This design comes from an exercise in tuning for small area and a short achievable clock period on the open sky130 flow, not from production work. In this exercise RTL edits were held to simulation tests only and were not proved equivalent to the original. Power and IR drop assume default switching activity.

### config.mk
export PLATFORM = sky130hd
export DESIGN_NAME = hybrid_pwm_sd_2ndorder
export DESIGN_NICKNAME = hybrid_pwm_sd_2ndorder
export VERILOG_FILES = /design/flow/design.v
export SDC_FILE = /design/flow/constraint.sdc
export NUM_CORES = 4
export LEC_CHECK = 0
export ABC_AREA = 1
export CAP_MARGIN = 20
export CORE_MARGIN = 2
export CORE_UTILIZATION = 40
export CTS_BUF_LIST = sky130_fd_sc_hd__clkbuf_8
export SLEW_MARGIN = 20
### standard.sh
#!/bin/bash
# synth_recipe.tcl (not shown) runs the flow's synth.tcl, then flattens the netlist and writes it again
# the make line also repeats each setting of config.mk as NAME=value (left out here)
make -C /OpenROAD-flow-scripts/flow DESIGN_CONFIG=/design/flow/config.mk WORK_HOME=/design/flow/orfs CLKGATE_MAP_FILE= SYNTH_SCRIPT=/design/flow/synth_recipe.tcl "${@:-finish}"
### design.v
module hybrid_pwm_sd_2ndorder #(parameter signalwidth=16)
(
	input clk,
	input reset_n,
	input [signalwidth-1:0] d,
	output q
);
reg [4:0]  pc;        
reg        q_r;       
reg [22:0] w;         
reg [17:0] acc1;      
reg        m;         
reg [15:0] dreg;      
reg [6:0]  th;        
reg [17:0] s2;        
reg [10:0] ep;        
reg        f31, f0, f1, f2, f3, f4, f5;    
reg        fa;        
wire c16;
carry16 u_c16 (.a(acc1[15:0]), .b(d), .c(c16));
wire [17:0] b_oth = ({18{f1}} & {2'b0, dreg})
                  | ({18{f2 | f3}} & ({7'b0, ep} ^ {18{f2}}))
                  | ({18{f4 | f5}} & ({2'b0, acc1[17:2]} ^ {18{f5}}));
wire [7:0] wu;
wire [17:0] b_op = f31 ? ~{1'b0, wu, w[15:7]} : b_oth;
wire [17:0] a_op = fa ? acc1 : s2;
wire cin = f2 | f4 | (f31 & (q_r | ~&w[6:0])) | (f5 & ~|acc1[1:0]);
wire [17:0] sum;
add18 u_sadd (.a(a_op), .b(b_op), .ci(cin), .s(sum));
wire [4:0] pc_next = pc + 5'd1;
wire q_gen   = th[6] ? m : ({1'b0, pc_next} < th[5:0]);
wire q_last  = sum[17] ? m : (sum[16:11] != 6'd0);
wire q_oth   = f31 ? q_last : f0 ? (th[5:1] != 5'd0) : q_gen;
wire sel_m   = f0 & th[6];
wire q_c1    = sel_m ? (acc1[17] ^ acc1[16]) : q_oth;
wire q_c0    = sel_m ? acc1[17] : q_oth;
wire q_next, m_new;
mux2x u_qsel (.s(c16), .a1(q_c1), .a0(q_c0), .y(q_next));
mux2x u_msel (.s(c16), .a1(f0 ? acc1[17] ^ acc1[16] : m), .a0(f0 ? acc1[17] : m), .y(m_new));
wire [22:0] w_next;
radd u_radd (.w(w), .f(q_r), .y(w_next), .u(wu));
always @(posedge clk)
	dreg <= d;
always @(posedge clk, negedge reset_n)
begin
	if (!reset_n) begin
		pc   <= 5'd30;
		q_r  <= 1'b0;
		w    <= 23'h7f0000;
		acc1 <= 18'h2fffd;
		m    <= 1'b1;
		th   <= 7'd0;
		s2   <= 18'h18000;
		ep   <= 11'd0;
		{f31, f0, f1, f2, f3, f4, f5} <= 7'b0000000;
		fa   <= 1'b0;
	end else begin
		pc  <= pc_next;
		q_r <= q_next;
		w   <= w_next;
		{f31, f0, f1, f2, f3, f4, f5} <= {pc == 5'd30, f31, f0, f1, f2, f3, f4};
		fa  <= f0 | f4;
		m   <= m_new;
		if (fa)
			acc1 <= sum;
		if (f31 | f2 | f3 | f4)
			s2 <= sum;
		if (f31)
			th <= sum[17:11];
		if (f2)
			ep <= s2[10:0];
	end
end
assign q = q_r;
endmodule
module carry16 (input [15:0] a, input [15:0] b, output c);
wire [15:0] g0 = a & b;
wire [15:0] p0 = a | b;
wire [7:0] g1, p1;
wire [3:0] g2, p2;
wire [1:0] g3, p3;
genvar i;
generate
	for (i = 0; i < 8; i = i + 1) begin : l1
		assign g1[i] = g0[2*i+1] | (p0[2*i+1] & g0[2*i]);
		assign p1[i] = p0[2*i+1] & p0[2*i];
	end
	for (i = 0; i < 4; i = i + 1) begin : l2
		assign g2[i] = g1[2*i+1] | (p1[2*i+1] & g1[2*i]);
		assign p2[i] = p1[2*i+1] & p1[2*i];
	end
	for (i = 0; i < 2; i = i + 1) begin : l3
		assign g3[i] = g2[2*i+1] | (p2[2*i+1] & g2[2*i]);
		assign p3[i] = p2[2*i+1] & p2[2*i];
	end
endgenerate
assign c = g3[1] | (p3[1] & g3[0]);
endmodule
module mux2x (input s, input a1, input a0, output y);
assign y = s ? a1 : a0;
endmodule
module add18 (input [17:0] a, input [17:0] b, input ci, output [17:0] s);
add_bk18 u_add (.a(a), .b(b), .cin(ci), .s(s));
endmodule
module radd (input [22:0] w, input f, output [22:0] y, output [7:0] u);
assign u = {1'b0, w[22:16]} + {7'b0, f};
wire [22:0] b = {{7{~f | u[7]}}, ~u[6:0], ~w[15:7]};
wire ci = f ? (w[6:0] == 7'd0) : 1'b1;
add_bk23 u_add (.a(w), .b(b), .cin(ci), .s(y));
endmodule
module add_bk23 (input [22:0] a, input [22:0] b, input cin, output [22:0] s);
wire [22:0] p = a ^ b;
wire g1 = (a[0] & b[0]) | (p[0] & cin);
wire p1 = p[0] & 1'b0;
wire g2 = (a[2] & b[2]) | (p[2] & (a[1] & b[1]));
wire p2 = p[2] & p[1];
wire g3 = (a[4] & b[4]) | (p[4] & (a[3] & b[3]));
wire p3 = p[4] & p[3];
wire g4 = (a[6] & b[6]) | (p[6] & (a[5] & b[5]));
wire p4 = p[6] & p[5];
wire g5 = (a[8] & b[8]) | (p[8] & (a[7] & b[7]));
wire p5 = p[8] & p[7];
wire g6 = (a[10] & b[10]) | (p[10] & (a[9] & b[9]));
wire p6 = p[10] & p[9];
wire g7 = (a[12] & b[12]) | (p[12] & (a[11] & b[11]));
wire p7 = p[12] & p[11];
wire g8 = (a[14] & b[14]) | (p[14] & (a[13] & b[13]));
wire p8 = p[14] & p[13];
wire g9 = (a[16] & b[16]) | (p[16] & (a[15] & b[15]));
wire p9 = p[16] & p[15];
wire g10 = (a[18] & b[18]) | (p[18] & (a[17] & b[17]));
wire p10 = p[18] & p[17];
wire g11 = (a[20] & b[20]) | (p[20] & (a[19] & b[19]));
wire p11 = p[20] & p[19];
wire g12 = (a[22] & b[22]) | (p[22] & (a[21] & b[21]));
wire p12 = p[22] & p[21];
wire g13 = g2 | (p2 & g1);
wire p13 = p2 & p1;
wire g14 = g4 | (p4 & g3);
wire p14 = p4 & p3;
wire g15 = g6 | (p6 & g5);
wire p15 = p6 & p5;
wire g16 = g8 | (p8 & g7);
wire p16 = p8 & p7;
wire g17 = g10 | (p10 & g9);
wire p17 = p10 & p9;
wire g18 = g12 | (p12 & g11);
wire p18 = p12 & p11;
wire g19 = g14 | (p14 & g13);
wire p19 = p14 & p13;
wire g20 = g16 | (p16 & g15);
wire p20 = p16 & p15;
wire g21 = g18 | (p18 & g17);
wire p21 = p18 & p17;
wire g22 = g20 | (p20 & g19);
wire p22 = p20 & p19;
wire g23 = g21 | (p21 & g22);
wire p23 = p21 & p22;
wire g24 = g15 | (p15 & g19);
wire p24 = p15 & p19;
wire g25 = g17 | (p17 & g22);
wire p25 = p17 & p22;
wire g26 = g3 | (p3 & g13);
wire p26 = p3 & p13;
wire g27 = g5 | (p5 & g19);
wire p27 = p5 & p19;
wire g28 = g7 | (p7 & g24);
wire p28 = p7 & p24;
wire g29 = g9 | (p9 & g22);
wire p29 = p9 & p22;
wire g30 = g11 | (p11 & g25);
wire p30 = p11 & p25;
wire g31 = (a[1] & b[1]) | (p[1] & g1);
wire p31 = p[1] & p1;
wire g32 = (a[3] & b[3]) | (p[3] & g13);
wire p32 = p[3] & p13;
wire g33 = (a[5] & b[5]) | (p[5] & g26);
wire p33 = p[5] & p26;
wire g34 = (a[7] & b[7]) | (p[7] & g19);
wire p34 = p[7] & p19;
wire g35 = (a[9] & b[9]) | (p[9] & g27);
wire p35 = p[9] & p27;
wire g36 = (a[11] & b[11]) | (p[11] & g24);
wire p36 = p[11] & p24;
wire g37 = (a[13] & b[13]) | (p[13] & g28);
wire p37 = p[13] & p28;
wire g38 = (a[15] & b[15]) | (p[15] & g22);
wire p38 = p[15] & p22;
wire g39 = (a[17] & b[17]) | (p[17] & g29);
wire p39 = p[17] & p29;
wire g40 = (a[19] & b[19]) | (p[19] & g25);
wire p40 = p[19] & p25;
wire g41 = (a[21] & b[21]) | (p[21] & g30);
wire p41 = p[21] & p30;
assign s[0] = p[0] ^ cin;
assign s[1] = p[1] ^ g1;
assign s[2] = p[2] ^ g31;
assign s[3] = p[3] ^ g13;
assign s[4] = p[4] ^ g32;
assign s[5] = p[5] ^ g26;
assign s[6] = p[6] ^ g33;
assign s[7] = p[7] ^ g19;
assign s[8] = p[8] ^ g34;
assign s[9] = p[9] ^ g27;
assign s[10] = p[10] ^ g35;
assign s[11] = p[11] ^ g24;
assign s[12] = p[12] ^ g36;
assign s[13] = p[13] ^ g28;
assign s[14] = p[14] ^ g37;
assign s[15] = p[15] ^ g22;
assign s[16] = p[16] ^ g38;
assign s[17] = p[17] ^ g29;
assign s[18] = p[18] ^ g39;
assign s[19] = p[19] ^ g25;
assign s[20] = p[20] ^ g40;
assign s[21] = p[21] ^ g30;
assign s[22] = p[22] ^ g41;
endmodule
module add_bk18 (input [17:0] a, input [17:0] b, input cin, output [17:0] s);
wire [17:0] p = a ^ b;
wire g1 = (a[0] & b[0]) | (p[0] & cin);
wire p1 = p[0] & 1'b0;
wire g2 = (a[2] & b[2]) | (p[2] & (a[1] & b[1]));
wire p2 = p[2] & p[1];
wire g3 = (a[4] & b[4]) | (p[4] & (a[3] & b[3]));
wire p3 = p[4] & p[3];
wire g4 = (a[6] & b[6]) | (p[6] & (a[5] & b[5]));
wire p4 = p[6] & p[5];
wire g5 = (a[8] & b[8]) | (p[8] & (a[7] & b[7]));
wire p5 = p[8] & p[7];
wire g6 = (a[10] & b[10]) | (p[10] & (a[9] & b[9]));
wire p6 = p[10] & p[9];
wire g7 = (a[12] & b[12]) | (p[12] & (a[11] & b[11]));
wire p7 = p[12] & p[11];
wire g8 = (a[14] & b[14]) | (p[14] & (a[13] & b[13]));
wire p8 = p[14] & p[13];
wire g9 = (a[16] & b[16]) | (p[16] & (a[15] & b[15]));
wire p9 = p[16] & p[15];
wire g10 = g2 | (p2 & g1);
wire p10 = p2 & p1;
wire g11 = g4 | (p4 & g3);
wire p11 = p4 & p3;
wire g12 = g6 | (p6 & g5);
wire p12 = p6 & p5;
wire g13 = g8 | (p8 & g7);
wire p13 = p8 & p7;
wire g14 = g11 | (p11 & g10);
wire p14 = p11 & p10;
wire g15 = g13 | (p13 & g12);
wire p15 = p13 & p12;
wire g16 = g15 | (p15 & g14);
wire p16 = p15 & p14;
wire g17 = g12 | (p12 & g14);
wire p17 = p12 & p14;
wire g18 = g3 | (p3 & g10);
wire p18 = p3 & p10;
wire g19 = g5 | (p5 & g14);
wire p19 = p5 & p14;
wire g20 = g7 | (p7 & g17);
wire p20 = p7 & p17;
wire g21 = g9 | (p9 & g16);
wire p21 = p9 & p16;
wire g22 = (a[1] & b[1]) | (p[1] & g1);
wire p22 = p[1] & p1;
wire g23 = (a[3] & b[3]) | (p[3] & g10);
wire p23 = p[3] & p10;
wire g24 = (a[5] & b[5]) | (p[5] & g18);
wire p24 = p[5] & p18;
wire g25 = (a[7] & b[7]) | (p[7] & g14);
wire p25 = p[7] & p14;
wire g26 = (a[9] & b[9]) | (p[9] & g19);
wire p26 = p[9] & p19;
wire g27 = (a[11] & b[11]) | (p[11] & g17);
wire p27 = p[11] & p17;
wire g28 = (a[13] & b[13]) | (p[13] & g20);
wire p28 = p[13] & p20;
wire g29 = (a[15] & b[15]) | (p[15] & g16);
wire p29 = p[15] & p16;
wire g30 = (a[17] & b[17]) | (p[17] & g21);
wire p30 = p[17] & p21;
assign s[0] = p[0] ^ cin;
assign s[1] = p[1] ^ g1;
assign s[2] = p[2] ^ g22;
assign s[3] = p[3] ^ g10;
assign s[4] = p[4] ^ g23;
assign s[5] = p[5] ^ g18;
assign s[6] = p[6] ^ g24;
assign s[7] = p[7] ^ g14;
assign s[8] = p[8] ^ g25;
assign s[9] = p[9] ^ g19;
assign s[10] = p[10] ^ g26;
assign s[11] = p[11] ^ g17;
assign s[12] = p[12] ^ g27;
assign s[13] = p[13] ^ g20;
assign s[14] = p[14] ^ g28;
assign s[15] = p[15] ^ g16;
assign s[16] = p[16] ^ g29;
assign s[17] = p[17] ^ g21;
endmodule
### constraint.sdc
create_clock -name core_clock -period 11.0 [get_ports {clk}]
set_input_delay 2.2000 -clock core_clock [delete_from_list [all_inputs] [get_ports {clk}]]
set_output_delay 2.2000 -clock core_clock [all_outputs]
set_load 0.01 [all_outputs]
### flow/run.sh
#!/bin/bash
# Standard ORFS layout (standard.sh), with timing repair asked to leave
# extra setup margin so that the layout runs well faster than the clock,
# and small port buffers.
set -euo pipefail
bash standard.sh SETUP_SLACK_MARGIN=7.5 "BUFFER_PORTS_ARGS=-buffer_cell sky130_fd_sc_hd__buf_2" finish > flow_make.log 2>&1
==> flow_metrics.env, run 1 <==
export IMPL_status="finished clean"
export IMPL_drv_slew=0
export IMPL_seq_area_frac_synth_pct=41.3
export IMPL_yosys_cell_types_count=52
export IMPL_cap_violations=0
export IMPL_path_clk_slew_ns=0.10
export IMPL_synth_seq_cells=108
export IMPL_antenna_left=0
export IMPL_drt_iter0_drc=460
export IMPL_rows=46
export IMPL_hold_viol_final=0
export IMPL_vias=5301
export IMPL_drt_wl_total_um=16700
export IMPL_die_area_um2=17100
export IMPL_postSynthCellCount=747
export IMPL_die_x_um=131
export IMPL_clock_sinks=108
export IMPL_area_growth_syn_to_layout_pct=16.1
export IMPL_crit_type="flip-flop to flip-flop"
export IMPL_comb_power_share_pct=9.4
export IMPL_initial_core_util_pct=40.7
export IMPL_yosysWarnings=1
export IMPL_max_slew_margin_pct=47.5
export IMPL_nets=878
export IMPL_vdd_drop_max_mv=0.0558
export IMPL_clock_latency_ns=0.39
export IMPL_drive_gt1_share_pct=20.6
export IMPL_p_per_area_nw_per_um2=101
export IMPL_numCtsBuffers=9
export IMPL_p_leak_nw=3.60
export IMPL_num_io_pins=19
export IMPL_period_share_pct=31.1
export IMPL_wl_per_cell_um=16.5
export IMPL_period_needed_ns=3.42
export IMPL_path_max_fanout=3
export IMPL_core_um2=15800
export IMPL_synth_area_leader_cell="dfrtp_1"
export IMPL_port_buffers=18
export IMPL_end_kind="flip-flop"
export IMPL_cts_root_buf="clkbuf_8"
export IMPL_min_path_type="flip-flop to flip-flop"
export IMPL_syn_area_um2=6450
export IMPL_synth_edf_count=0
export IMPL_grt_pass1_wl_um=26500
export IMPL_skew_ns=0.0109
export IMPL_synth_area_leaders="dfrtp_1 24%, dfstp_2 12%, nand2_1 9.7%"
export IMPL_grt_pass1_vias=5091
export IMPL_cts_tree="built"
export IMPL_p_sw_share_pct=26.9
export IMPL_grt_use_total_pct=20.4
export IMPL_hpwl_um=11800
export IMPL_setup_viol=0
export IMPL_p_sw_uw=204
export IMPL_async_reset_ff_share_pct=85.2
export IMPL_drc=0
export IMPL_p_int_uw=554
export IMPL_synth_nets=830
export IMPL_drt_first_pass_iters=5
export IMPL_synth_ff_type="dfrtp_1"
export IMPL_die_h_um=131
export IMPL_viasPerCell=5.22
export IMPL_final_cells=1016
export IMPL_fmax_mhz=293
export IMPL_ctsHoldBuffers=0
export IMPL_cts_buffer_depth=2
export IMPL_clkPwrFrac_pct=31.7
export IMPL_gp_congestion=0.863
export IMPL_rsz0062_at_grt="true"
export IMPL_antenna_found_initial=0
export IMPL_n_fill_cell=1520
export IMPL_dp_cells=962
export IMPL_cp_start_kind="flip-flop"
export IMPL_grt_overflow=0
export IMPL_cp_data_arrival_time_ns=3.69
export IMPL_n_antenna_cell=0
export IMPL_power_frac_seq_pct=58.9
export IMPL_htreeDepth=3
export IMPL_grt_max_degree=64
export IMPL_setup_tns_ns=0
export IMPL_synth_top_cell_area_share_pct=24.1
export IMPL_worstMarginPinSlew_ns=0.788
export IMPL_required_ns=11.28
export IMPL_synth_avg_cell_area_um2=8.63
[layout by cell type, fill, tap and decap left out, types with 3 or more instances in the layout]
master / instances
nand2_1: 163
inv_1: 98
o21ai_0: 66
dfrtp_1: 58
ha_1: 40
nor2_1: 35
buf_4: 34
a21oi_1: 33
dfstp_2: 30
fa_1: 20
buf_2: 17
nand3_1: 16
dfxtp_1: 16
o22ai_1: 14
clkbuf_8: 14
xor2_1: 12
xnor2_1: 9
nand2_2: 8
nand4_1: 6
o221ai_1: 6
nand3_2: 5
inv_2: 5
nor3_1: 5
a2bb2oi_1: 5
nor2_4: 4
xnor2_2: 4
ha_4: 4
nor2_2: 3
a21o_1: 3
a31oi_1: 3
o211ai_1: 3
o22ai_2: 3
o21a_1: 3
o21ai_1: 3
o32a_1: 3
dfrtp_2: 3
[final cells by class]
cell class                 instances  area, um2  area share, %
sequential                       108       2670           35.7
multi-input combinational        511       3500           46.8
clock inverter                     3       12.5          0.167
tap                              216        270           3.61
inverter                         106        420           5.62
timing repair inverter             3       16.3          0.217
timing repair buffer              56        417           5.57
clock buffer                      13        179           2.39
[power by group through the flow]
stage / logic, mW / registers [mW] / clock network [mW]
global route: 0.0825 / 0.449 / 0.267
CTS: 0.0702 / 0.447 / 0.250
global placement: 0.0686 / 0.453 / 0
finish: 0.0712 / 0.446 / 0.240
floorplan: 0.0437 / 0.445 / 0
detailed placement: 0.0697 / 0.454 / 0
[cell families after synthesis]
group	Yosys count	share of synthesized area, %
fa+ha+maj	65	15.1
xor+xnor	28	3.92
flops	108	41.3
buf+inv	128	7.69
simple gates	254	16.6
compound gates	164	15.4
[what timing repair did]
action                     in CTS  in global routing
resized for setup              13                 44
gates cloned                    2                  1
setup endpoints to repair      31                  8
buffers inserted                1                 34
pin swaps                       0                 17
[critical path, stage by stage, from the launching register on]
cell     delay, ns
dfstp_2       0.57
ha_4          0.16
nand3_4       0.10
nor2_4        0.14
nand2_2       0.09
xor2_4        0.17
o22ai_2       0.16
inv_2         0.07
ha_4          0.29
nand2_4       0.06
nor2_4        0.10
inv_1         0.04
nor2_1        0.07
nand2_1       0.07
nand2_2       0.09
inv_2         0.04
fa_2          0.55
nand4_1       0.11
nor3_2        0.20
nand3_2       0.09
nand3_2       0.07
a21oi_2       0.05
[stage by stage]
stage                     hold WS (ns)  setup WS, ns  utilization [%]  total power, mW  cell area, um2
after detailed placement         0.362          6.75             42.5            0.523            6730
after CTS                        0.385          7.50             44.3            0.767            7010
after global placement           0.360          6.83             42.5            0.522            6730
after global routing             0.471          7.40             47.3            0.799            7480
after floorplan                  0.352          7.78                -            0.489            6450
final                            0.443          7.58             47.3            0.758            7480
[state kept, by name (all words and copies together) (netlist names), 5 cells and up]
name,count
th,7
dreg,16
acc1,18
ep,11
pc,5
s2,18
w,23
[Yosys cell counts (all sizes together), types with 16 or more instances]
| master | count |
|---|---|
| nand2 | 173 |
| inv | 106 |
| o21ai | 71 |
| dfrtp | 62 |
| ha | 44 |
| nor2 | 42 |
| a21oi | 36 |
| dfstp | 30 |
| nand3 | 22 |
| fa | 21 |
| o22ai | 17 |
| clkbuf | 16 |
| dfxtp | 16 |
[layer usage]
layer,track usage (%),vias up,part of all wire (%)
li1,-,2549,-
met1,27.3,2580,45
met2,33.5,137,48
met3,3.75,35,4.0
met4,6.57,0,2.8
met5,0,-,0
[worst paths after layout]
path	startpoint	to	slack, ns	depth (start not counted)
worst min-delay path	f3$_DFF_PN0_	f4$_DFF_PN0_	0.44	0
worst min register to register	f3$_DFF_PN0_	f4$_DFF_PN0_	0.44	0
worst max-delay path	w[16]$_DFF_PN1_	q_r$_DFF_PN0_	7.58	21
max in group asynchronous	reset_n	f31$_DFF_PN0_	8.07	2
min in group asynchronous	reset_n	ep[8]$_DFFE_PN0P_	1.73	1
worst max register to register	w[16]$_DFF_PN1_	q_r$_DFF_PN0_	7.58	21
==> inputs of run 2 (changes only) <==
==> flow/run.sh (replaced) <==
#!/bin/bash
# Standard ORFS layout (standard.sh), with timing repair asked to leave
# extra setup margin so that the layout runs well faster than the clock.
set -euo pipefail
bash standard.sh SETUP_SLACK_MARGIN=7.5 finish > flow_make.log 2>&1
==> run 2 against run 1 <==
- wire length increased by 0.95%
- non-clock buffer count decreased by 2
- sequential power about the same
- still clean on timing, DRC and antenna
- sequential share of layout area decreased by 0.33 points
- critical path depth decreased by 11
- final cell count decreased by 0.30%
- register-to-register slack improved by 0.03 ns
- worst setup slack got worse by 0.044 ns
- total power increased by 1.8%
- area after synthesis unchanged
==> flow_metrics.env, run 2 <==
export IMPL_p_leak_nw=3.59
export IMPL_cap_violations=0
export IMPL_grt_max_degree=65
export IMPL_post_synth_top_count_cell="nand2_1"
export IMPL_grt_pass1_wl_um=26200
export IMPL_final_setup_worst_slack_ns=7.54
export IMPL_drt_first_pass_iters=5
export IMPL_antenna_found_initial=0
export IMPL_synth_area_leaders="dfrtp_1 24%, dfstp_2 12%, nand2_1 9.7%"
export IMPL_grt_pass1_vias=5166
export IMPL_final_common_cell="nand2_1"
export IMPL_postSynthCellCount=747
export IMPL_final_cells=1013
export IMPL_max_slew_margin_pct=45.1
export IMPL_syn_area_um2=6450
export IMPL_clock_latency_ns=0.39
export IMPL_gp_congestion=0.873
export IMPL_dpl_worst_slack_ns=6.77
export IMPL_synth_top_cell_area_share_pct=24.1
export IMPL_cp_data_arrival_time_ns=3.74
export IMPL_nets=875
export IMPL_largest_register="w"
export IMPL_r2r_end="q_r$_DFF_PN0_"
export IMPL_r2r_slack_ns=7.61
export IMPL_async_reset_ff_share_pct=85.2
export IMPL_end_kind="flip-flop"
export IMPL_setup_viol=0
export IMPL_antenna_left=0
export IMPL_min_path_type="flip-flop to flip-flop"
export IMPL_reg_top3="w: 23 flops, acc1: 18 flops, s2: 18 flops"
export IMPL_ctsHoldBuffers=0
export IMPL_setup_tns_ns=0
export IMPL_numCtsBuffers=9
export IMPL_vias=5322
export IMPL_synth_area_leader_cell="dfrtp_1"
export IMPL_status="finished clean"
export IMPL_initial_core_util_pct=40.7
export IMPL_cts_tree="built"
export IMPL_layout_common_cells="161 x nand2_1, 100 x inv_1, 66 x o21ai_0"
export IMPL_wl_per_cell_um=16.7
export IMPL_synth_seq_cells=108
export IMPL_rsz0062_at_grt="true"
export IMPL_seq_area_frac_synth_pct=41.3
export IMPL_crit_type="primary input to flip-flop"
export IMPL_worstMarginPinSlew_ns=0.823
export IMPL_yosys_top_cells_count="167 x nand2_1, 101 x inv_1, 66 x o21ai_0"
export IMPL_clock_sinks=108
export IMPL_die_h_um=131
export IMPL_num_io_pins=19
export IMPL_crit_end="q_r$_DFF_PN0_"
export IMPL_cts_buffer_depth=2
export IMPL_required_ns=11.28
export IMPL_dp_cells=962
export IMPL_largest_register_ffs=23
export IMPL_rows=46
export IMPL_p_per_area_nw_per_um2=102
export IMPL_area_growth_syn_to_layout_pct=17.2
export IMPL_fmax_mhz=289
export IMPL_synth_ff_type="dfrtp_1"
export IMPL_power_uw=771
export IMPL_viasPerCell=5.25
export IMPL_drive_gt1_share_pct=18.4
export IMPL_drt_wl_total_um=16900
export IMPL_core_um2=15800
export IMPL_yosysWarnings=1
export IMPL_period_share_pct=31.5
export IMPL_hold_viol_final=0
export IMPL_synth_avg_cell_area_um2=8.63
export IMPL_path_clk_slew_ns=0.10
export IMPL_skew_ns=0.0199
export IMPL_cp_start_kind="primary input"
export IMPL_r2r_start="w[16]$_DFF_PN1_"
export IMPL_port_buffers=18
export IMPL_critPathLaunch="d[13]"
export IMPL_path_max_fanout=3
export IMPL_grt_use_total_pct=20.1
export IMPL_die_area_um2=17100
export IMPL_htreeDepth=3
export IMPL_hpwl_um=11800
export IMPL_period_needed_ns=3.46
export IMPL_drv_slew=0
export IMPL_yosys_cell_types_count=52
export IMPL_die_x_um=131
export IMPL_cts_root_buf="clkbuf_8"
export IMPL_synth_nets=830
export IMPL_synth_edf_count=0
export IMPL_r2r_cells=21
export IMPL_drt_iter0_drc=463
export IMPL_vdd_drop_max_mv=0.0558
export IMPL_n_antenna_cell=0
export IMPL_grt_overflow=0
export IMPL_drc=0
run 2: power breakdown:
part           internal, mW  switching [mW]
Sequential            0.424          0.0225
Clock                 0.115           0.133
Combinational        0.0281          0.0483
Total                 0.567           0.204
run 2: layout make-up:
type | instances | area (um2)
Clock buffer | 11 | 151
Clock inverter | 5 | 45.0
Fill cell | 1513 | 8280
Inverter | 106 | 425
Multi-Input combinational cell | 511 | 3500
Sequential cell | 108 | 2670
Tap cell | 216 | 270
Timing Repair Buffer | 54 | 475
Timing Repair inverter | 2 | 21.3
run 2: metal layers:
metal	vias up	global-route usage (%)	share of wire (%)
met5	-	0	0
met4	0	7.88	2.9
met3	31	4.15	5.0
met2	178	32.5	47
met1	2574	26.6	45
li1	2539	-	-
run 2: worst min path at each step:
stage | start | to | cells past startpoint
finish | f0$_DFF_PN0_ | f1$_DFF_PN0_ | 0
global route | f0$_DFF_PN0_ | f1$_DFF_PN0_ | 0
CTS | f3$_DFF_PN0_ | f4$_DFF_PN0_ | 0
detailed placement | f3$_DFF_PN0_ | f4$_DFF_PN0_ | 0
global placement | f3$_DFF_PN0_ | f4$_DFF_PN0_ | 0
floorplan | f1$_DFF_PN0_ | f2$_DFF_PN0_ | 0
run 2: cells by family (layout without fill, tap and decap cells):
| kind of cell | after synthesis | count (layout) | share of synthesized area [%] |
|---|---|---|---|
| simple gates | 254 | 254 | 16.6 |
| buf+inv | 128 | 178 | 7.69 |
| xor+xnor | 28 | 28 | 3.92 |
| flops | 108 | 108 | 41.3 |
| fa+ha+maj | 65 | 65 | 15.1 |
| compound gates | 164 | 164 | 15.4 |
run 2: through the flow:
stage,hold WS [ns],utilization [%],area [um2]
after floorplan,0.352,-,6450
after global placement,0.365,43.1,6820
after detailed placement,0.372,43.1,6820
after CTS,0.396,44.6,7050
after global routing,0.457,47.7,7550
final,0.452,47.7,7550
run 2: timing repair:
action	CTS	global route
hold endpoints to repair	0	0
pin swaps	0	18
cloned	1	1
setup buffers	1	32
endpoints found under the setup margin	30	10
resized for setup	10	56
run 2: worst max-delay path, cell delays in order:
cell	delay, ns
clkdlybuf4s50_1	0.57
nor2_1	0.08
nor3_2	0.13
o21ai_1	0.15
nor2_1	0.16
nand2_2	0.10
nand3_1	0.08
nand2_1	0.10
nor2_1	0.13
a21oi_2	0.04
==> inputs of run 3 (changes only) <==
--- a/design.v
+++ b/design.v
@@ -8,67 +8,63 @@
 reg [4:0]  pc;        
 reg        q_r;       
 reg [22:0] w;         
-reg [17:0] acc1;      
+reg [17:0] p;
+reg [17:0] r;
 reg        m;         
 reg [15:0] dreg;      
 reg [6:0]  th;        
-reg [17:0] s2;        
 reg [10:0] ep;        
-reg        f31, f0, f1, f2, f3, f4, f5;    
-reg        fa;        
+reg        f31, f0, f2, f3, f5, f7, f8;    
 wire c16;
-carry16 u_c16 (.a(acc1[15:0]), .b(d), .c(c16));
-wire [17:0] b_oth = ({18{f1}} & {2'b0, dreg})
-                  | ({18{f2 | f3}} & ({7'b0, ep} ^ {18{f2}}))
-                  | ({18{f4 | f5}} & ({2'b0, acc1[17:2]} ^ {18{f5}}));
+carry16 u_c16 (.a(p[15:0]), .b(d), .c(c16));
+wire [17:0] b_oth = ({18{f2}} & {2'b0, dreg})
+                  | ({18{f3 | f5}} & ({7'b0, ep} ^ {18{f3}}))
+                  | ({18{f7}} & {2'b0, r[17:2]})
+                  | ({18{f8}} & ~{2'b0, p[17:2]});
 wire [7:0] wu;
 wire [17:0] b_op = f31 ? ~{1'b0, wu, w[15:7]} : b_oth;
-wire [17:0] a_op = fa ? acc1 : s2;
-wire cin = f2 | f4 | (f31 & (q_r | ~&w[6:0])) | (f5 & ~|acc1[1:0]);
+wire cin = f3 | f7 | (f31 & (q_r | ~&w[6:0])) | (f8 & ~|p[1:0]);
 wire [17:0] sum;
-add18 u_sadd (.a(a_op), .b(b_op), .ci(cin), .s(sum));
+add18 u_sadd (.a(p), .b(b_op), .ci(cin), .s(sum));
 wire [4:0] pc_next = pc + 5'd1;
 wire q_gen   = th[6] ? m : ({1'b0, pc_next} < th[5:0]);
 wire q_last  = sum[17] ? m : (sum[16:11] != 6'd0);
 wire q_oth   = f31 ? q_last : f0 ? (th[5:1] != 5'd0) : q_gen;
 wire sel_m   = f0 & th[6];
-wire q_c1    = sel_m ? (acc1[17] ^ acc1[16]) : q_oth;
-wire q_c0    = sel_m ? acc1[17] : q_oth;
+wire q_c1    = sel_m ? (p[17] ^ p[16]) : q_oth;
+wire q_c0    = sel_m ? p[17] : q_oth;
 wire q_next, m_new;
 mux2x u_qsel (.s(c16), .a1(q_c1), .a0(q_c0), .y(q_next));
-mux2x u_msel (.s(c16), .a1(f0 ? acc1[17] ^ acc1[16] : m), .a0(f0 ? acc1[17] : m), .y(m_new));
+mux2x u_msel (.s(c16), .a1(f0 ? p[17] ^ p[16] : m), .a0(f0 ? p[17] : m), .y(m_new));
 wire [22:0] w_next;
 radd u_radd (.w(w), .f(q_r), .y(w_next), .u(wu));
 always @(posedge clk)
-	dreg <= d;
+	if (f0)
+		dreg <= d;
 always @(posedge clk, negedge reset_n)
 begin
 	if (!reset_n) begin
 		pc   <= 5'd30;
 		q_r  <= 1'b0;
 		w    <= 23'h7f0000;
-		acc1 <= 18'h2fffd;
+		p    <= 18'h2fffd;
+		r    <= 18'h18000;
 		m    <= 1'b1;
 		th   <= 7'd0;
-		s2   <= 18'h18000;
 		ep   <= 11'd0;
-		{f31, f0, f1, f2, f3, f4, f5} <= 7'b0000000;
-		fa   <= 1'b0;
+		{f31, f0, f2, f3, f5, f7, f8} <= 7'b0000000;
 	end else begin
 		pc  <= pc_next;
 		q_r <= q_next;
 		w   <= w_next;
-		{f31, f0, f1, f2, f3, f4, f5} <= {pc == 5'd30, f31, f0, f1, f2, f3, f4};
-		fa  <= f0 | f4;
+		p   <= r;
+		r   <= sum;
+		{f31, f0, f2, f3, f5, f7, f8} <= {pc == 5'd30, f31, pc == 5'd1, f2, pc == 5'd4, pc == 5'd6, f7};
 		m   <= m_new;
-		if (fa)
-			acc1 <= sum;
-		if (f31 | f2 | f3 | f4)
-			s2 <= sum;
 		if (f31)
 			th <= sum[17:11];
-		if (f2)
-			ep <= s2[10:0];
+		if (f3)
+			ep <= p[10:0];
 	end
 end
 assign q = q_r;
==> flow/run.sh (replaced) <==
#!/bin/bash
# Standard ORFS layout (standard.sh), with timing repair asked to leave
# extra setup margin so that the layout runs well faster than the clock,
# and small port buffers.
set -euo pipefail
bash standard.sh SETUP_SLACK_MARGIN=7.2 "BUFFER_PORTS_ARGS=-buffer_cell sky130_fd_sc_hd__buf_2" finish > flow_make.log 2>&1
==> run 3 against run 2 <==
- still clean on timing, DRC and antenna
- clock power fell by 7%
- combinational power rose to 6.2 times the previous value
- clock-buffer cell count fell by 2
- global-route usage fell by 1.9 points
- cell area fell by 10%
- core utilization fell by 2.5 points
- first-iteration DRC count fell by 44%
- hold slack got worse by 0.089 ns
- register-to-register slack got worse by 0.22 ns
- wire length fell by 18%
- via count fell by 16%
- critical path type is now flip-flop to flip-flop
- critical endpoint unchanged
- highest routed layer unchanged
==> flow_metrics.env, run 3 <==
export IMPL_status="finished clean"
export IMPL_grt_overflow=0
export IMPL_clock_sinks=107
export IMPL_rsz0062_at_grt="false"
export IMPL_path_max_fanout=7
export IMPL_dr_wl_met2_um=6670
export IMPL_end_kind="flip-flop"
export IMPL_worstMarginPinSlew_ns=1.01
export IMPL_grt_use_total_pct=18.2
export IMPL_reg_top3="w: 23 flops, p: 18 flops, r: 18 flops"
export IMPL_slowest_delay_ns=0.58
export IMPL_port_buffers=18
export IMPL_numCtsBuffers=9
export IMPL_required_ns=11.29
export IMPL_yosys_cell_types_count=46
export IMPL_core_um2=15000
export IMPL_drt_wl_total_um=13900
export IMPL_ctsHoldBuffers=0
export IMPL_drc=0
export IMPL_nets=756
export IMPL_postSynthCellCount=633
export IMPL_yosys_top_cells_count="111 x nand2_1, 94 x inv_1, 61 x dfrtp_1"
export IMPL_skew_ns=0.0160
export IMPL_drv_slew=0
export IMPL_largest_register_ffs=23
export IMPL_antenna_found_initial=0
export IMPL_wl_met3_um=620
export IMPL_drt_first_pass_iters=5
export IMPL_num_io_pins=19
export IMPL_crit_type="flip-flop to flip-flop"
export IMPL_synth_area_leader_cell="dfrtp_1"
export IMPL_clock_latency_ns=0.40
export IMPL_die_x_um=127
export IMPL_max_slew_margin_pct=32.8
export IMPL_syn_area_um2=6080
export IMPL_synth_top_cell_area_share_pct=25.1
export IMPL_fmax_mhz=277
export IMPL_synth_avg_cell_area_um2=9.61
export IMPL_cts_tree="built"
export IMPL_cts_buffer_depth=2
export IMPL_post_synth_top_count_cell="nand2_1"
export IMPL_path_cells="buf_12, clkinvlp_4, buf_6, o21ai_0, a2111oi_1, a21oi_1, ha_1, nand2_2, nor2_2, nand2_2, nand2_4, inv_2, nor2_2, nor2_2, nor2_1, nor2_2, fa_2, nand3_1, nor4_2, nand3_1, nand3_2, a21oi_2"
export IMPL_hold_slack_ns=0.363
export IMPL_die_h_um=127
export IMPL_setup_tns_ns=0
export IMPL_p_per_area_nw_per_um2=181
export IMPL_min_path_type="flip-flop to flip-flop"
export IMPL_yosysWarnings=1
export IMPL_initial_core_util_pct=40.4
export IMPL_cp_data_arrival_time_ns=3.90
export IMPL_viasPerCell=5.16
export IMPL_wl_per_cell_um=16.1
export IMPL_drive_gt1_share_pct=19.1
export IMPL_wl_met1_um=6380
export IMPL_period_needed_ns=3.61
export IMPL_top_layer_used="met4"
export IMPL_cp_start_kind="flip-flop"
export IMPL_cap_violations=0
export IMPL_vdd_drop_max_mv=0.105
export IMPL_gp_congestion=0.895
export IMPL_cts_root_buf="clkbuf_8"
export IMPL_seq_area_frac_synth_pct=46.0
export IMPL_path_clk_slew_ns=0.11
export IMPL_grt_pass1_vias=4433
export IMPL_synth_area_leaders="dfrtp_1 25%, dfstp_2 13%, ha_1 9.5%"
export IMPL_rows=45
export IMPL_p_leak_nw=3.25
export IMPL_synth_seq_cells=107
export IMPL_antenna_left=0
export IMPL_hpwl_um=9970
export IMPL_htreeDepth=3
export IMPL_largest_register="w"
export IMPL_path_common_cell="nor2_2"
export IMPL_slowest_stage="fa_2"
export IMPL_n_antenna_cell=0
export IMPL_setup_viol=0
export IMPL_grt_pass1_wl_um=22800
export IMPL_drt_iter0_drc=258
export IMPL_final_common_cell="nand2_1"
export IMPL_layout_common_cells="110 x nand2_1, 92 x inv_1, 57 x dfrtp_1"
export IMPL_grt_max_degree=47
export IMPL_die_area_um2=16200
export IMPL_synth_edf_count=16
export IMPL_vias=4460
export IMPL_synth_nets=718
export IMPL_area_growth_syn_to_layout_pct=11.8
export IMPL_synth_ff_type="dfrtp_1"
export IMPL_hold_viol_final=0
export IMPL_async_reset_ff_share_pct=85.0
export IMPL_period_share_pct=32.8
-- run 3: per-layer routing --
metal | vias up | global-route usage, %
li1 | 2164 | -
met1 | 2181 | 25.0
met2 | 98 | 29.3
met3 | 17 | 4.15
met4 | 0 | 4.85
met5 | - | 0
-- run 3: cell type report --
type	count	area, um2
timing repair inverter	1	7.51
sequential	107	2800
multi-input combinational	417	2920
inverter	96	373
clock inverter	7	50.0
fill	1411	8240
tap	188	235
timing repair buffer	39	284
clock buffer	9	124
-- run 3: per-stage QoR --
stage | area, um2 | setup slack [ns] | util [%] | power, mW | cells
2_1_floorplan | 6080 | 7.62 | - | 0.888 | 633
5_1_grt | 6800 | 7.21 | 45.2 | 1.34 | 864
4_1_cts | 6580 | 7.23 | 43.7 | 1.25 | 848
6_report | 6800 | 7.39 | 45.2 | 1.23 | 864
3_5_place_dp | 6360 | 6.87 | 42.3 | 1.02 | 828
3_3_place_gp | 6360 | 6.95 | 42.3 | 0.978 | 828
-- run 3: cells by family after synthesis --
group	after synthesis	share of synthesized area, %
buffers and inverters	109	6.91
adders and majority gates	67	16.4
and+or+nand+nor	202	14.3
AOI/OAI and AO/OA	122	12.5
xor gates and xnor gates	26	3.87
DFF	107	46.0
-- run 3: path summary, 6_finish.rpt --
kind,startpoint,to,slack (ns),cells past startpoint
min in group asynchronous,reset_n,w[1]$_DFF_PN0_,1.80,1
max in group asynchronous,reset_n,f2$_DFF_PN0_,8.08,2
setup reg to reg,f31$_DFF_PN0_,q_r$_DFF_PN0_,7.39,22
hold / removal,r[1]$_DFF_PN0_,p[1]$_DFF_PN0_,0.36,0
hold reg to reg,r[1]$_DFF_PN0_,p[1]$_DFF_PN0_,0.36,0
setup / recovery,f31$_DFF_PN0_,q_r$_DFF_PN0_,7.39,22
-- run 3: power breakdown --
group          internal, mW  leakage [nW]  switching (mW)
clock network        0.0841        0.0931           0.146
registers             0.470          1.18          0.0590
logic                 0.204          1.97           0.270
-- run 3: critical path, delay by kind of cell, from the launching register on --
kind / cells / cell delay, ns
AO/OA/AOI/OAI: 4 / 0.63
adder cells (fa/ha/maj): 2 / 0.93
buffers and inverters: 4 / 0.44
flip-flops: 1 / 0.43
AND/OR/NAND/NOR: 12 / 1.07
-- run 3: repair_timing --
action / 4_1_cts / 5_1_grt
pin swaps: 0 / 8
gates resized for setup: 4 / 25
gates cloned: 1 / 1
buffers inserted: 3 / 15
setup endpoints to repair: 2 / 3
==> inputs of run 4 (changes only) <==
==> flow/run.sh (replaced) <==
#!/bin/bash
# Standard ORFS layout (standard.sh), with timing repair asked to leave
# extra setup margin so that the layout runs well faster than the clock,
# and small port buffers.
set -euo pipefail
bash standard.sh SETUP_SLACK_MARGIN=7.8 "BUFFER_PORTS_ARGS=-buffer_cell sky130_fd_sc_hd__buf_2" finish > flow_make.log 2>&1
==> run 4 against run 3 <==
- first-iteration DRC count up 20%
- via count rose by 8.1%
- clock-buffer cell count grew 3
- register-to-register slack improved by 0.03 ns
- die area is the same
- combinational power increased by 5.3%
- hold slack better by 0.0015 ns
- non-clock buffer count up 35
- cell area increased by 12%
- critical path depth shrank 3
- critical path type unchanged
- largest cell class unchanged
- largest power group unchanged
==> flow_metrics.env, run 4 <==
export IMPL_grt_pass1_wl_um=23300
export IMPL_core_um2=15000
export IMPL_antenna_found_initial=0
export IMPL_p_int_uw=791
export IMPL_worstMarginPinSlew_ns=0.973
export IMPL_drv_slew=0
export IMPL_fmax_mhz=280
export IMPL_synth_area_leaders="dfrtp_1 25%, dfstp_2 13%, ha_1 9.5%"
export IMPL_drt_wl_total_um=15800
export IMPL_setup_viol=0
export IMPL_syn_area_um2=6080
export IMPL_nets=794
export IMPL_power_frac_seq_pct=42.4
export IMPL_port_buffers=18
export IMPL_yosys_top_cells_count="111 x nand2_1, 94 x inv_1, 61 x dfrtp_1"
export IMPL_seq_area_frac_synth_pct=46.0
export IMPL_end_kind="flip-flop"
export IMPL_synth_seq_cells=107
export IMPL_synth_edf_count=16
export IMPL_synth_top_cell_area_share_pct=25.1
export IMPL_hold_viol_final=0
export IMPL_multi_input_area_um2=3320
export IMPL_final_setup_worst_slack_ns=7.42
export IMPL_synth_area_leader_cell="dfrtp_1"
export IMPL_yosysWarnings=1
export IMPL_whs_path_depth=0
export IMPL_cts_root_buf="clkbuf_8"
export IMPL_n_antenna_cell=0
export IMPL_final_common_cell="nand2_1"
export IMPL_synthAdderAreaFrac_pct=16.4
export IMPL_die_area_um2=16200
export IMPL_grt_overflow=0
export IMPL_path_cells="buf_6, buf_4, a22o_1, o22ai_1, inv_1, ha_4, nand2_2, nor2_2, inv_1, nor2_2, nand2_2, nand2_4, inv_2, fa_2, nand3_2, nor4_2, nand3_1, nand3_2, a21oi_2"
export IMPL_final_cell_area_um2=7640
export IMPL_period_needed_ns=3.58
export IMPL_cp_num_cells=19
export IMPL_synth_compound_area_share_pct=12.5
export IMPL_synth_top_family_by_area="adder cells"
export IMPL_area_growth_syn_to_layout_pct=25.7
export IMPL_gp_congestion=0.849
export IMPL_grt_pass1_vias=4623
export IMPL_crit_type="flip-flop to flip-flop"
export IMPL_yosys_mux_area_fraction_pct=0
export IMPL_layout_common_cells="100 x nand2_1, 85 x inv_1, 56 x dfrtp_1"
export IMPL_cp_start_kind="flip-flop"
export IMPL_period_share_pct=32.5
export IMPL_skew_ns=0.00969
export IMPL_post_synth_top_count_cell="nand2_1"
export IMPL_num_io_pins=19
export IMPL_required_ns=11.28
export IMPL_postSynthCellCount=633
export IMPL_drive_gt1_share_pct=32.5
export IMPL_max_slew_margin_pct=35.2
export IMPL_min_path_type="flip-flop to flip-flop"
export IMPL_rows=45
export IMPL_antenna_left=0
export IMPL_synth_avg_cell_area_um2=9.61
export IMPL_vdd_drop_max_mv=0.0678
export IMPL_grt_max_degree=48
export IMPL_path_max_fanout=8
export IMPL_clkPwrFrac_pct=18.3
export IMPL_largest_register_ffs=23
export IMPL_seqCellArea_um2=2810
export IMPL_synth_ff_type="dfrtp_1"
export IMPL_setup_tns_ns=0
export IMPL_hp_start="r[0]$_DFF_PN0_"
export IMPL_cts_buffer_depth=2
export IMPL_yosys_cell_types_count=46
export IMPL_placed_area_um2=6390
export IMPL_drc=0
export IMPL_hold_slack_ns=0.364
export IMPL_drt_iter0_drc=310
export IMPL_initial_core_util_pct=40.4
export IMPL_slowest_stage="fa_2"
export IMPL_r2r_slack_ns=7.42
export IMPL_drt_first_pass_iters=5
export IMPL_viasPerCell=5.35
export IMPL_comb_power_share_pct=39.3
export IMPL_dpl_worst_slack_ns=7.11
export IMPL_vias=4823
export IMPL_cap_violations=0
export IMPL_clock_sinks=107
export IMPL_yosys_area_share_simple_pct=14.3
export IMPL_p_sw_uw=478
export IMPL_die_x_um=127
export IMPL_rsz0062_at_grt="true"
export IMPL_largest_register="w"
export IMPL_cp_num_buf_inv=5
export IMPL_p_leak_nw=3.53
export IMPL_cp_data_arrival_time_ns=3.86
export IMPL_slowest_delay_ns=0.61
export IMPL_numCtsBuffers=9
export IMPL_r2r_cells=19
export IMPL_synth_nets=718
export IMPL_ctsHoldBuffers=0
export IMPL_status="finished clean"
export IMPL_die_h_um=127
export IMPL_p_per_area_nw_per_um2=166
export IMPL_critical_path_top_delay_family="simple AND/OR/NAND/NOR gates"
export IMPL_wl_per_cell_um=17.6
export IMPL_hpwl_um=10300
export IMPL_n_fill_cell=1315
export IMPL_min_to="p[0]$_DFF_PN1_"
export IMPL_grt_use_total_pct=18.6
export IMPL_r2r_end="q_r$_DFF_PN0_"
export IMPL_clock_latency_ns=0.39
export IMPL_synth_xor_area_share_pct=3.87
export IMPL_r2r_start="f2$_DFF_PN0_"
export IMPL_cts_tree="built"
export IMPL_postLayoutCoreUtil_pct=50.8
export IMPL_htreeDepth=3
export IMPL_reg_top3="w: 23 flops, p: 18 flops, r: 18 flops"
export IMPL_p_sw_share_pct=37.7
export IMPL_async_reset_ff_share_pct=85.0
export IMPL_path_clk_slew_ns=0.09
[run 4: cell counts after synthesis]
No cell type changed its count.
[run 4: timing repair]
| action | 4_1_cts | 5_1_grt |
|---|---|---|
| hold endpoints to repair | 0 | 0 |
| gates cloned | 1 | 5 |
| gates resized for setup | 19 | 119 |
| setup endpoints to repair | 20 | 17 |
| setup buffers | 7 | 45 |
| pin swaps | 3 | 55 |
[run 4: worst max path at each step]
stage / start / to / slack [ns]
2_1_floorplan: f31$_DFF_PN0_ / q_r$_DFF_PN0_ / 7.78
3_3_place_gp: f31$_DFF_PN0_ / q_r$_DFF_PN0_ / 7.29
3_5_place_dp: f31$_DFF_PN0_ / q_r$_DFF_PN0_ / 7.11
4_1_cts: q_r$_DFF_PN0_ / q_r$_DFF_PN0_ / 7.50
5_1_grt: f2$_DFF_PN0_ / q_r$_DFF_PN0_ / 7.28
6_report: f2$_DFF_PN0_ / q_r$_DFF_PN0_ / 7.42
[run 4: area by class of cell]
class | count | area share, %
Timing Repair Buffer | 74 | 8.50
Inverter | 96 | 5.19
Tap cell | 188 | 3.08
Multi-Input combinational cell | 417 | 43.5
Timing Repair inverter | 4 | 0.524
Clock buffer | 12 | 2.16
Clock inverter | 4 | 0.311
Sequential cell | 107 | 36.7
[run 4: kinds of logic after synthesis]
family          after synthesis
fa+ha+maj                    67
compound gates              122
flops                       107
simple gates                202
buf+inv                     109
xor+xnor                     26
[run 4: metal layers]
metal	vias to the layer above	wire [um]	GRT usage [%]
met5	-	0	0
met4	0	394	7.89
met3	29	634	2.35
met2	114	7900	30.5
met1	2423	6910	25.0
li1	2257	-	-
[run 4: power groups by stage]
stage	Clock [mW]	Combinational, mW	Sequential (mW)
4_1_cts	0.239	0.486	0.532
3_3_place_gp	0	0.447	0.538
5_1_grt	0.253	0.572	0.545
3_5_place_dp	0	0.486	0.539
2_1_floorplan	0	0.378	0.514
6_report	0.233	0.499	0.538
[run 4: per-stage QoR]
stage,std cells,power (mW)
after floorplan,633,0.891
after global placement,828,0.985
after detailed placement,828,1.02
after CTS,852,1.26
after global routing,902,1.37
final,902,1.27
[run 4: worst register-to-register path, delay by kind of cell (launching register included)]
kind	cells	cell delay, ns
adder cells (fa/ha/maj)	2	0.90
AO/OA/AOI/OAI	3	0.43
flip-flops	1	0.55
buffers and inverters	5	0.54
AND/OR/NAND/NOR	9	1.04
==> inputs of run 5 (changes only) <==
==> flow/run.sh (replaced) <==
#!/bin/bash
# Standard ORFS layout (standard.sh), with timing repair asked to leave
# extra setup margin so that the layout runs well faster than the clock,
# and small port buffers.
set -euo pipefail
bash standard.sh SETUP_SLACK_MARGIN=7.5 "BUFFER_PORTS_ARGS=-buffer_cell sky130_fd_sc_hd__buf_2" finish > flow_make.log 2>&1
--- a/config.mk
+++ b/config.mk
@@ -10,4 +10,5 @@
 export CORE_MARGIN = 2
 export CORE_UTILIZATION = 40
 export CTS_BUF_LIST = sky130_fd_sc_hd__clkbuf_8
+export PLACE_DENSITY = 0.8
 export SLEW_MARGIN = 20
==> run 5 against run 4 <==
- first-iteration DRC count decreased by 0.97%
- clock-buffer cell count is 2 lower
- area after synthesis did not move
- critical path depth is 3 higher
- sequential share of layout area increased by 3.0 points
- sequential cell count stayed put
- cell area is 7.9% lower
- core utilization shrank 4.0 points
- critical endpoint unchanged
- largest cell class unchanged
- highest routed layer unchanged
==> flow_metrics.env, run 5 <==
export IMPL_hold_slack_ns=0.364
export IMPL_period_share_pct=32.4
export IMPL_path_clk_slew_ns=0.10
export IMPL_p_leak_nw=3.30
export IMPL_p_sw_uw=484
export IMPL_min_path_type="flip-flop to flip-flop"
export IMPL_post_synth_top_count_cell="nand2_1"
export IMPL_grt_pass1_vias=4458
export IMPL_grt_pass1_wl_um=22000
export IMPL_cp_start_kind="flip-flop"
export IMPL_cts_tree="built"
export IMPL_seq_area_frac_synth_pct=46.0
export IMPL_n_antenna_cell=0
export IMPL_synth_avg_cell_area_um2=9.61
export IMPL_die_h_um=127
export IMPL_port_buffers=18
export IMPL_gp_congestion=0.903
export IMPL_area_growth_syn_to_layout_pct=15.7
export IMPL_n_fill_cell=1315
export IMPL_grt_busiest_layer="met2"
export IMPL_final_cell_area_um2=7040
export IMPL_antenna_found_initial=0
export IMPL_setup_viol=0
export IMPL_layout_common_cells="105 x nand2_1, 88 x inv_1, 58 x dfrtp_1"
export IMPL_rsz0062_at_grt="true"
export IMPL_hold_viol_final=0
export IMPL_drt_wl_total_um=13900
export IMPL_nets=760
export IMPL_htreeDepth=3
export IMPL_synth_xor_area_share_pct=3.87
export IMPL_end_kind="flip-flop"
export IMPL_cts_root_buf="clkbuf_8"
export IMPL_postSynthCellCount=633
export IMPL_cts_buffer_depth=2
export IMPL_status="finished clean"
export IMPL_vdd_drop_max_mv=0.0862
export IMPL_grt_max_degree=51
export IMPL_initial_core_util_pct=40.4
export IMPL_met2_usage_pct=27.6
export IMPL_num_io_pins=19
export IMPL_synth_area_leader_cell="dfrtp_1"
export IMPL_placed_area_um2=6360
export IMPL_viasPerCell=5.32
export IMPL_async_reset_ff_share_pct=85.0
export IMPL_p_per_area_nw_per_um2=179
export IMPL_fmax_mhz=281
export IMPL_die_area_um2=16200
export IMPL_synth_seq_cells=107
export IMPL_clock_latency_ns=0.39
export IMPL_numCtsBuffers=9
export IMPL_reg_top3="w: 23 flops, p: 18 flops, r: 18 flops"
export IMPL_period_needed_ns=3.56
export IMPL_wl_per_cell_um=16.0
export IMPL_syn_area_um2=6080
export IMPL_drv_slew=0
export IMPL_p_int_uw=778
export IMPL_grt_use_total_pct=17.3
export IMPL_synth_compound_area_share_pct=12.5
export IMPL_power_frac_seq_pct=42.3
export IMPL_crit_type="flip-flop to flip-flop"
export IMPL_core_um2=15000
export IMPL_path_max_fanout=6
export IMPL_yosys_area_share_simple_pct=14.3
export IMPL_clkPwrFrac_pct=18.5
export IMPL_yosys_mux_area_fraction_pct=0
export IMPL_rows=45
export IMPL_p_sw_share_pct=38.4
export IMPL_largest_register="w"
export IMPL_drt_iter0_drc=307
export IMPL_cap_violations=0
export IMPL_required_ns=11.28
export IMPL_cp_data_arrival_time_ns=3.85
export IMPL_grt_overflow=0
export IMPL_worstMarginPinSlew_ns=1.02
export IMPL_grtUsageMet1_pct=23.5
export IMPL_vias=4620
export IMPL_clock_sinks=107
export IMPL_use_met3_pct=2.30
export IMPL_antenna_left=0
export IMPL_drc=0
export IMPL_die_x_um=127
export IMPL_synth_ff_type="dfrtp_1"
export IMPL_setup_tns_ns=0
export IMPL_synth_top_family_by_area="adder cells"
export IMPL_synth_nets=718
export IMPL_ctsHoldBuffers=0
export IMPL_skew_ns=0.00800
export IMPL_synth_area_leaders="dfrtp_1 25%, dfstp_2 13%, ha_1 9.5%"
export IMPL_yosys_cell_types_count=46
export IMPL_comb_power_share_pct=39.2
export IMPL_hpwl_um=9400
export IMPL_yosysWarnings=1
export IMPL_yosys_top_cells_count="111 x nand2_1, 94 x inv_1, 61 x dfrtp_1"
export IMPL_synth_edf_count=16
export IMPL_largest_register_ffs=23
export IMPL_final_common_cell="nand2_1"
export IMPL_synthAdderAreaFrac_pct=16.4
export IMPL_max_slew_margin_pct=31.8
export IMPL_drt_first_pass_iters=5
export IMPL_drive_gt1_share_pct=23.7
export IMPL_synth_top_cell_area_share_pct=25.1
run 5: timing repair:
item,4_1_cts,5_1_grt
cloned,2,0
buffers inserted,13,9
setup endpoints to repair,8,8
pin swaps,13,25
gates resized for setup,21,47
run 5: path summary, 6_finish.rpt:
path                                   to  cells after the start  slack (ns)            from
hold reg to reg            p[1]$_DFF_PN0_                      0        0.36  r[1]$_DFF_PN0_
setup reg to reg            q_r$_DFF_PN0_                     22        7.44   f31$_DFF_PN0_
min in group asynchronous  w[3]$_DFF_PN0_                      1        1.78         reset_n
hold / removal             p[1]$_DFF_PN0_                      0        0.36  r[1]$_DFF_PN0_
setup / recovery            q_r$_DFF_PN0_                     22        7.44   f31$_DFF_PN0_
max in group asynchronous    f2$_DFF_PN0_                      2        8.19         reset_n
run 5: per-stage QoR:
| step | utilization [%] | worst slack (ns) | power, mW | cells |
|---|---|---|---|---|
| floorplan | - | 7.62 | 0.888 | 633 |
| global placement | 42.3 | 7.10 | 0.977 | 828 |
| detailed placement | 42.3 | 6.92 | 1.01 | 828 |
| CTS | 45.0 | 7.50 | 1.24 | 859 |
| global route | 46.8 | 7.26 | 1.36 | 868 |
| finish | 46.8 | 7.44 | 1.26 | 868 |
run 5: cell families after synthesis:
group                      Yosys count
AOI/OAI and AO/OA                  122
xor gates and xnor gates            26
adders and majority gates           67
buffers and inverters              109
DFF                                107
and+or+nand+nor                    202
run 5: final cells by class:
type                    instances  area [um2]  share of cell area [%]
clock buffers                  10         138                    1.96
clock inverters                 6        50.0                   0.711
inverters                      96         373                    5.30
multi-input cells             417        3100                    44.0
flip-flops and latches        107        2800                    39.8
well taps                     188         235                    3.34
repair buffers                 43         338                    4.80
repair inverters                1        7.51                   0.107
run 5: power groups by stage:
stage	logic [mW]	clock network [mW]	registers, mW
global placement	0.441	0	0.535
global route	0.572	0.253	0.540
finish	0.495	0.233	0.534
CTS	0.474	0.236	0.529
detailed placement	0.471	0	0.534
floorplan	0.375	0	0.513
run 5: worst max-delay path: stages (launching register included):
cell and delay (ns):
dfrtp_1 0.42, buf_12 0.15, clkinvlp_4 0.10, buf_12 0.12, o21ai_0 0.10, a2111oi_1 0.35
a21oi_1 0.14, ha_1 0.32, nand2_2 0.06, nor2_2 0.10, nand2_2 0.06, nand2_2 0.08
inv_2 0.05, nor2_2 0.10, nor2_2 0.06, nor2_1 0.09, nor2_1 0.06, fa_2 0.54
nand3_2 0.09, nor4_4 0.21, nand3_1 0.12, nand3_2 0.07, a21oi_2 0.05
run 5: metal layers:
metal	wire length (um)	vias up	share of wire (%)
li1	-	2179	-
met1	6060	2266	44
met2	6690	147	48
met3	724	28	5.2
met4	376	0	2.7
met5	0	-	0
==> inputs of run 6 (changes only) <==
--- a/config.mk
+++ b/config.mk
@@ -10,5 +10,4 @@
 export CORE_MARGIN = 2
 export CORE_UTILIZATION = 40
 export CTS_BUF_LIST = sky130_fd_sc_hd__clkbuf_8
-export PLACE_DENSITY = 0.8
 export SLEW_MARGIN = 20
==> run 6 against run 5 <==
- still clean on timing, DRC and antenna
- non-clock buffer count is 4 lower
- area after synthesis stayed put
- synthesized cell count unchanged
- die area unchanged
- via count decreased by 2.9%
- core utilization down 1.4 points
- clock power about the same
- worst setup slack gained 0.017 ns
- sequential power is essentially flat
- sequential share of layout area is 1.3 points higher
- critical path type unchanged
- critical endpoint unchanged
==> flow_metrics.env, run 6 <==
export IMPL_post_synth_top_count_cell="nand2_1"
export IMPL_hpwl_um=9970
export IMPL_grt_max_degree=47
export IMPL_grt_pass1_wl_um=23400
export IMPL_core_um2=15000
export IMPL_cap_violations=0
export IMPL_grt_pass1_vias=4576
export IMPL_hp_start="r[1]$_DFF_PN0_"
export IMPL_nets=756
export IMPL_viasPerCell=5.19
export IMPL_synth_seq_cells=107
export IMPL_synth_avg_cell_area_um2=9.61
export IMPL_largest_register_ffs=23
export IMPL_reg_top3="w: 23 flops, p: 18 flops, r: 18 flops"
export IMPL_path_max_fanout=4
export IMPL_clock_sinks=107
export IMPL_r2r_slack_ns=7.45
export IMPL_hold_slack_ns=0.362
export IMPL_wl_per_cell_um=16.2
export IMPL_rsz0062_at_grt="true"
export IMPL_numCtsBuffers=9
export IMPL_grt_use_total_pct=18.7
export IMPL_min_to="p[1]$_DFF_PN0_"
export IMPL_num_io_pins=19
export IMPL_setup_tns_ns=0
export IMPL_placed_area_um2=6360
export IMPL_r2r_cells=19
export IMPL_drt_iter0_drc=323
export IMPL_whs_path_depth=0
export IMPL_cp_start_kind="flip-flop"
export IMPL_syn_area_um2=6080
export IMPL_die_h_um=127
export IMPL_slowest_delay_ns=0.47
export IMPL_clock_latency_ns=0.40
export IMPL_vdd_drop_max_mv=0.0997
export IMPL_drv_slew=0
export IMPL_synth_area_leaders="dfrtp_1 25%, dfstp_2 13%, ha_1 9.5%"
export IMPL_antenna_left=0
export IMPL_layout_common_cells="110 x nand2_1, 92 x inv_1, 57 x dfrtp_1"
export IMPL_cts_buffer_depth=2
export IMPL_gp_congestion=0.895
export IMPL_drive_gt1_share_pct=19.7
export IMPL_setup_viol=0
export IMPL_crit_type="flip-flop to flip-flop"
export IMPL_initial_core_util_pct=40.4
export IMPL_status="finished clean"
export IMPL_async_reset_ff_share_pct=85.0
export IMPL_drt_first_pass_iters=5
export IMPL_final_common_cell="nand2_1"
export IMPL_final_cells=864
export IMPL_die_area_um2=16200
export IMPL_worstMarginPinSlew_ns=0.999
export IMPL_area_growth_syn_to_layout_pct=12.3
export IMPL_yosysWarnings=1
export IMPL_required_ns=11.30
export IMPL_dp_cells=828
export IMPL_yosys_cell_types_count=46
export IMPL_hold_viol_final=0
export IMPL_final_cell_area_um2=6830
export IMPL_r2r_start="q_r$_DFF_PN0_"
export IMPL_synth_nets=718
export IMPL_synth_ff_type="dfrtp_1"
export IMPL_seq_area_frac_synth_pct=46.0
export IMPL_rows=45
export IMPL_n_fill_cell=1416
export IMPL_drt_wl_total_um=14000
export IMPL_period_needed_ns=3.55
export IMPL_synth_edf_count=16
export IMPL_synth_area_leader_cell="dfrtp_1"
export IMPL_skew_ns=0.0140
export IMPL_vias=4488
export IMPL_cts_root_buf="clkbuf_8"
export IMPL_cp_data_arrival_time_ns=3.84
export IMPL_min_path_type="flip-flop to flip-flop"
export IMPL_slowest_stage="dfrtp_2"
export IMPL_max_slew_margin_pct=33.4
export IMPL_htreeDepth=3
export IMPL_end_kind="flip-flop"
export IMPL_postSynthCellCount=633
export IMPL_path_cells="ha_1, ha_1, xnor2_2, o22ai_2, inv_1, ha_1, nand2_2, nor2_2, inv_1, nor2_1, nand2_1, nand2_2, inv_1, fa_1, xnor2_2, nor4_2, nand3_1, nand3_2, a21oi_2"
export IMPL_grt_overflow=0
export IMPL_fmax_mhz=282
export IMPL_n_antenna_cell=0
export IMPL_port_buffers=18
export IMPL_die_x_um=127
export IMPL_p_leak_nw=3.27
export IMPL_antenna_found_initial=0
export IMPL_p_per_area_nw_per_um2=181
export IMPL_r2r_end="q_r$_DFF_PN0_"
export IMPL_ctsHoldBuffers=0
export IMPL_yosys_top_cells_count="111 x nand2_1, 94 x inv_1, 61 x dfrtp_1"
export IMPL_drc=0
export IMPL_path_clk_slew_ns=0.11
export IMPL_synth_top_cell_area_share_pct=25.1
export IMPL_largest_register="w"
export IMPL_period_share_pct=32.2
export IMPL_cts_tree="built"
-- run 6: changes by cell type in the layout (fill, tap and decap cells not counted), moves of 4 or more --
cell,previous run,this run
nand2_2,16,11
inv_1,88,92
nand2_1,105,110
nand3_1,22,26
nor2_1,31,35
-- run 6: metal layers --
metal,vias to the layer above,global-route usage (%),share of wire [%]
met2,93,30.0,48
met3,19,4.44,3.9
met4,0,5.56,1.9
met5,-,0,0
li1,2162,-,-
met1,2214,25.5,46
-- run 6: worst max-delay path by stage --
stage                        from       endpoint  slack (ns)  cells past startpoint
floorplan           f31$_DFF_PN0_  q_r$_DFF_PN0_        7.62                     22
global placement    f31$_DFF_PN0_  q_r$_DFF_PN0_        6.95                     21
detailed placement  f31$_DFF_PN0_  q_r$_DFF_PN0_        6.87                     21
CTS                 q_r$_DFF_PN0_  q_r$_DFF_PN0_        7.51                     19
global route        f31$_DFF_PN0_  q_r$_DFF_PN0_        7.27                     21
finish              q_r$_DFF_PN0_  q_r$_DFF_PN0_        7.45                     19
-- run 6: per-stage QoR --
stage	worst slack (ns)	total power [mW]	utilization, %
6_report	7.45	1.24	45.4
5_1_grt	7.27	1.35	45.4
4_1_cts	7.51	1.25	45.0
3_5_place_dp	6.87	1.02	42.3
3_3_place_gp	6.95	0.978	42.3
2_1_floorplan	7.62	0.888	-
-- run 6: cell families after synthesis --
family | synth area share (%)
AOI/OAI and AO/OA | 12.5
buffers and inverters | 6.91
adders and majority gates | 16.4
xor gates and xnor gates | 3.87
DFF | 46.0
and+or+nand+nor | 14.3
-- run 6: critical path, delay by kind of cell (launching register included) --
kind                       cells  cell delay (ns)
adders and majority gates      4             1.19
buffers and inverters          3             0.17
xor gates and xnor gates       2             0.39
and+or+nand+nor                8             0.86
AOI/OAI and AO/OA              2             0.33
DFF                            1             0.47
-- run 6: where the power goes --
part           switching, mW  leakage (nW)  total [mW]  internal (mW)
Sequential            0.0605          1.18       0.531          0.470
Clock                  0.146        0.0931       0.230         0.0841
Combinational          0.271          2.00       0.477          0.206
-- run 6: final cells by class --
type	count	area, um2	area share [%]
sequential	107	2800	41.0
multi-input combinational	417	2940	43.1
clock buffer	9	124	1.81
timing repair inverter	1	7.51	0.110
clock inverter	7	50.0	0.733
timing repair buffer	39	292	4.27
tap	188	235	3.44
inverter	96	377	5.51
-- run 6: repair_timing --
| item | in CTS | in global routing |
|---|---|---|
| pin swaps | 9 | 2 |
| resized for setup | 19 | 15 |
| setup buffers | 16 | 2 |
| setup endpoints to repair | 10 | 12 |
| cloned | 2 | 0 |

-- static timing again, ports no longer ideal --
How much do the figures lean on ideal ports? The routed layouts below were timed once more, with nothing changed but the port constraints. Step 1 (the two cells are an assumption about what drives the block):
set clk [get_ports {clk}]
set_driving_cell -lib_cell sky130_fd_sc_hd__clkbuf_16 $clk
set_driving_cell -lib_cell sky130_fd_sc_hd__buf_2 [delete_from_list [all_inputs] $clk]
Step 2 adds t to the input delays and takes it off the output delays; t is the mean of the earliest and latest rising clock arrival at the registers after step 1. Input paths then give back, and output paths get back, about the clock's delay inside the block. a / b / c = ideal / step 1 / step 2; a / b = the first two.
run | shift t [ns] | slack for setup (ns) | hold slack, ns | worst register clock-pin slew, ns | pins driven straight from the clock port
run 1 | 0.422 | 7.583 / 7.583 / 7.388 | 0.443 / 0.443 / 0.443 | 0.10 / 0.10 | 1
run 2 | 0.423 | 7.539 / 7.520 / 7.097 | 0.452 / 0.452 / 0.452 | 0.10 / 0.10 | 1
run 3 | 0.427 | 7.394 / 7.394 / 7.394 | 0.363 / 0.363 / 0.363 | 0.11 / 0.11 | 1
run 4 | 0.425 | 7.425 / 7.425 / 7.425 | 0.364 / 0.364 / 0.364 | 0.10 / 0.10 | 1
run 5 | 0.425 | 7.438 / 7.438 / 7.317 | 0.364 / 0.364 / 0.364 | 0.10 / 0.10 | 1
run 6 | 0.431 | 7.455 / 7.455 / 7.420 | 0.362 / 0.362 / 0.362 | 0.11 / 0.11 | 1
After both steps setup and hold are still met in every run listed. The setup slack of run 2, which loses most, moves by -0.019 ns with the drivers and by -0.442 ns with both steps.
